Background: an optimization exercise with open tools, aiming at small area, a short achievable clock period and few clock cycles. Do not read the settings as production practice. Function was checked by simulation only, so behaviour that the tests miss may differ from the original. Power is estimated from default activity; no workload was simulated.

==> flow/design.v <==
module DIV(
  input         clock,
  input         reset,
  output        io_in_ready,
  input         io_in_valid,
  input         io_in_bits_ctrl_flow_divw,
  input         io_in_bits_ctrl_flow_div_signed,
  input         io_in_bits_ctrl_flow_flush,
  input  [31:0] io_in_bits_ctrl_data_src1,
  input  [31:0] io_in_bits_ctrl_data_src2,
  input         io_out_ready,
  output        io_out_valid,
  output [31:0] io_out_bits_result_quotient,
  output [31:0] io_out_bits_result_remainder
);
  localparam [2:0] S_LOAD = 3'd0, S_ALIGN = 3'd1, S_ITER = 3'd2,
                   S_RESTORE = 3'd3, S_DONE = 3'd4;
  function [1:0] lz2(input [1:0] v);
    lz2 = {~v[1] & ~v[0], ~v[1]};
  endfunction
  function [2:0] lz4(input [3:0] v);
    reg [1:0] h, l;
    begin
      h = lz2(v[3:2]); l = lz2(v[1:0]);
      lz4 = {h[1] & l[1], h[1], h[1] ? l[0] : h[0]};
    end
  endfunction
  function [3:0] lz8(input [7:0] v);
    reg [2:0] h, l;
    begin
      h = lz4(v[7:4]); l = lz4(v[3:0]);
      lz8 = {h[2] & l[2], h[2], h[2] ? l[1:0] : h[1:0]};
    end
  endfunction
  function [4:0] lz16(input [15:0] v);
    reg [3:0] h, l;
    begin
      h = lz8(v[15:8]); l = lz8(v[7:0]);
      lz16 = {h[3] & l[3], h[3], h[3] ? l[2:0] : h[2:0]};
    end
  endfunction
  function [5:0] lzc32(input [31:0] v);
    reg [4:0] h, l;
    begin
      h = lz16(v[31:16]); l = lz16(v[15:0]);
      lzc32 = (h[4] & l[4]) ? 6'd32 : {1'b0, h[4], h[4] ? l[3:0] : h[3:0]};
    end
  endfunction
  wire [31:0] a  = io_in_bits_ctrl_data_src1;
  wire [31:0] b  = io_in_bits_ctrl_data_src2;
  wire        sg = io_in_bits_ctrl_flow_div_signed;
  wire        go = io_in_valid & ~io_in_bits_ctrl_flow_flush;
  reg  [2:0]  state;
  reg         done;    
  reg  [32:0] X;       
  reg  [32:0] E;       
  reg  [31:0] Q;       
  reg  [4:0]  cnt;     
  reg  [5:0]  la, lb;  
  reg         neg_a;   
  reg         neg_q;   
  wire        sa  = sg & a[31];
  wire        sb  = sg & b[31];
  wire        nq  = sa ^ sb;
  wire [31:0] ap  = sa ? {~a[30:0], 1'b1} : a;
  wire [31:0] bp  = sb ? {~b[31:1], 1'b1} : b;
  wire [5:0]  lza = lzc32(ap);
  wire [5:0]  lzb = lzc32(bp);
  wire        dz  = (b == 32'd0);
  wire [31:0] sm1 = ap  | {1'b0, ap[31:1]};
  wire [31:0] sm2 = sm1 | {2'b0, sm1[31:2]};
  wire [31:0] sm4 = sm2 | {4'b0, sm2[31:4]};
  wire [31:0] sm8 = sm4 | {8'b0, sm4[31:8]};
  wire [31:0] sma = sm8 | {16'b0, sm8[31:16]};
  wire        short = |(bp & ~sma);
  wire [31:0] qdz = (sg & ~a[31]) ? 32'd1 : 32'hffffffff;
  wire [4:0]  s   = lb[4:0] - la[4:0];
  wire        f   = ~neg_q;
  wire [32:0] sh1 = s[0] ? {E[31:0], f}               : E;
  wire [32:0] sh2 = s[1] ? {sh1[30:0], {2{f}}}        : sh1;
  wire [32:0] sh3 = s[2] ? {sh2[28:0], {4{f}}}        : sh2;
  wire [32:0] sh4 = s[3] ? {sh3[24:0], {8{f}}}        : sh3;
  wire [32:0] Esh = s[4] ? {sh4[16:0], {16{f}}}       : sh4;
  wire        cin = ~neg_q;
  wire [33:0] T1  = {X, 1'b1} + {E, cin};
  wire [32:0] T   = T1[33:1];
  wire        tz  = &((X ^ E) ~^ {X[31:0] | E[31:0], cin});
  wire        acc = neg_a ? (T[32] | tz) : ~T[32];
  wire        stp = (state == S_ALIGN) ? neg_q : (state != S_LOAD);
  wire        xen = acc & stp;
  always @(posedge clock) begin
    if (reset) begin
      state <= S_LOAD;
      done  <= 1'b0;
    end else if (!go) begin
      state <= S_LOAD;
      done  <= 1'b0;
    end else begin
      case (state)
        S_LOAD: begin
          state <= (dz | short) ? S_DONE : S_ALIGN;
          done  <= dz | short;
        end
        S_ALIGN: begin
          state <= (neg_q & ~acc) ? S_RESTORE : S_ITER;
          done  <= 1'b0;
        end
        S_ITER: begin
          state <= (cnt == 5'd0) ? S_DONE : S_ITER;
          done  <= (cnt == 5'd0);
        end
        S_RESTORE: begin
          state <= S_DONE;
          done  <= 1'b1;
        end
        default: begin
          state <= S_LOAD;
          done  <= 1'b0;
        end
      endcase
    end
  end
  always @(posedge clock) begin
    la <= lza;
    lb <= lzb;
    case (state)
      S_LOAD: begin
        X     <= {sa, a};
        E     <= {sb, b} ^ {33{~nq}};    
        Q     <= dz ? qdz : 32'd0;
        neg_a <= sa;
        neg_q <= nq;
      end
      S_ALIGN: begin
        if (xen) X <= T;
        Q   <= {32{neg_q}};
        E   <= Esh;
        cnt <= s;
      end
      S_RESTORE: begin
        Q   <= 32'd0;
        E   <= {E[32], E[32:1]};
        cnt <= cnt - 5'd1;
      end
      default: begin
        if (xen) X <= T;
        Q   <= {Q[30:0], acc ^ neg_q};
        E   <= {E[32], E[32:1]};
        cnt <= cnt - 5'd1;
      end
    endcase
  end
  assign io_in_ready = 1'b1;
  assign io_out_valid = done;
  assign io_out_bits_result_quotient = Q;
  assign io_out_bits_result_remainder = X[31:0];
endmodule
Settings: LEC_CHECK=0, ABC_AREA=1, ABC_CLOCK_PERIOD_IN_PS=3000, CAP_MARGIN=0, CORE_MARGIN=2, CORE_UTILIZATION=40, CTS_BUF_LIST=sky130_fd_sc_hd__clkbuf_8, PLACE_DENSITY=0.6, SETUP_SLACK_MARGIN=4.85, SLEW_MARGIN=0, TNS_END_PERCENT=50; clock period 8.0 ns.
standard.sh (not shown) runs the stock make flow with config.mk's settings and CLKGATE_MAP_FILE= SYNTH_SCRIPT=/design/flow/synth_recipe.tcl, a recipe that flattens the netlist after the stock synthesis.
==> flow/flow/run.sh <==
#!/bin/bash
export BUFFER_PORTS_ARGS="-buffer_cell sky130_fd_sc_hd__buf_1"
bash standard.sh > standard.log 2>&1
Testbench counts at the start, summed over its fixed seeds: cycles 16,908.
Then changed:
GPL_ROUTABILITY_DRIVEN = 0   (was not set)
TNS_END_PERCENT = not set   (was 50)
Effect: Wire length fell by 3.4%. Sequential share of layout area fell by 0.31 points. Die area is unchanged. Combinational power stays flat. Via count rose by 3.4%. Core utilization rose by 0.61 points.
Then changed:
==> flow/run.sh (new file) <==
#!/bin/bash
# synth_recipe.tcl (not shown) runs the flow's synth.tcl, then flattens the netlist and writes it again
# the make line also repeats each setting of config.mk as NAME=value (left out here)
make -C /OpenROAD-flow-scripts/flow DESIGN_CONFIG=/design/flow/config.mk WORK_HOME=/design/flow/orfs CLKGATE_MAP_FILE= SYNTH_SCRIPT=/design/flow/synth_recipe.tcl finish
CAP_MARGIN = 20   (was 0)
CTS_BUF_LIST = not set   (was sky130_fd_sc_hd__clkbuf_8)
GPL_ROUTABILITY_DRIVEN = not set   (was 0)
SETUP_SLACK_MARGIN = 4.7   (was 4.85)
SLEW_MARGIN = 20   (was 0)
removed: flow/flow/run.sh
removed: flow/standard.sh
Final area is higher by 7.5%.
Setup slack got worse by 0.087 ns.
Maximum frequency shrinks by 2.7%.
Wire length grows by 5.5%.
Via count came out lower by 2.0%.
Global-route usage went up by 2.1 points.
Non-clock buffer count goes up by 11.
Sequential power is about the same.
Utilization grows by 3.5 points.
Clock skew hardly moves.
Then changed:
==> flow/flow/run.sh (new file) <==
#!/bin/bash
export BUFFER_PORTS_ARGS="-buffer_cell sky130_fd_sc_hd__buf_1"
bash standard.sh > standard.log 2>&1
==> flow/standard.sh (new file) <==
#!/bin/bash
# synth_recipe.tcl (not shown) runs the flow's synth.tcl, then flattens the netlist and writes it again
# the make line also repeats each setting of config.mk as NAME=value (left out here)
make -C /OpenROAD-flow-scripts/flow DESIGN_CONFIG=/design/flow/config.mk WORK_HOME=/design/flow/orfs CLKGATE_MAP_FILE= SYNTH_SCRIPT=/design/flow/synth_recipe.tcl "${@:-finish}"
CAP_MARGIN = 0   (was 20)
CTS_BUF_LIST = sky130_fd_sc_hd__clkbuf_8   (was not set)
SETUP_SLACK_MARGIN = 4.95   (was 4.7)
SLEW_MARGIN = 0   (was 20)
removed: flow/run.sh
Result: Critical path depth rises by 2. Hold slack stays flat. Die area stays the same. Worst setup slack is better by 0.17 ns. Clock skew rises by 0.0033 ns.

-- static timing again, ports no longer ideal --
In the flow no input, the clock included, has a driving cell. The finished layouts below were timed again as built, in two steps.
Step 1 assumes that a clkbuf_16 drives the clock port and a buf_2 every other input.
Step 2, shift: input delay + t, output delay - t, t = (earliest + latest rising clock arrival at the registers) / 2. This alone moves slack from input paths to output paths.
Slacks: ideal / step 1 / step 2; pairs: ideal / step 1.
run	t (ns)	setup slack, ns	hold slack, ns
the first run	0.510	4.894 / 4.779 / 4.268	0.468 / 0.468 / 0.468
the second run	0.523	4.821 / 4.850 / 4.327	0.464 / 0.464 / 0.464
the third run	0.476	4.734 / 4.762 / 4.286	0.467 / 0.467 / 0.467
the fourth run	0.506	4.903 / 4.895 / 4.389	0.467 / 0.467 / 0.467
After both steps every run listed still meets setup and hold. For the first run, which loses most, drivers alone change the setup slack by -0.115 ns; drivers and shift together by -0.626 ns.
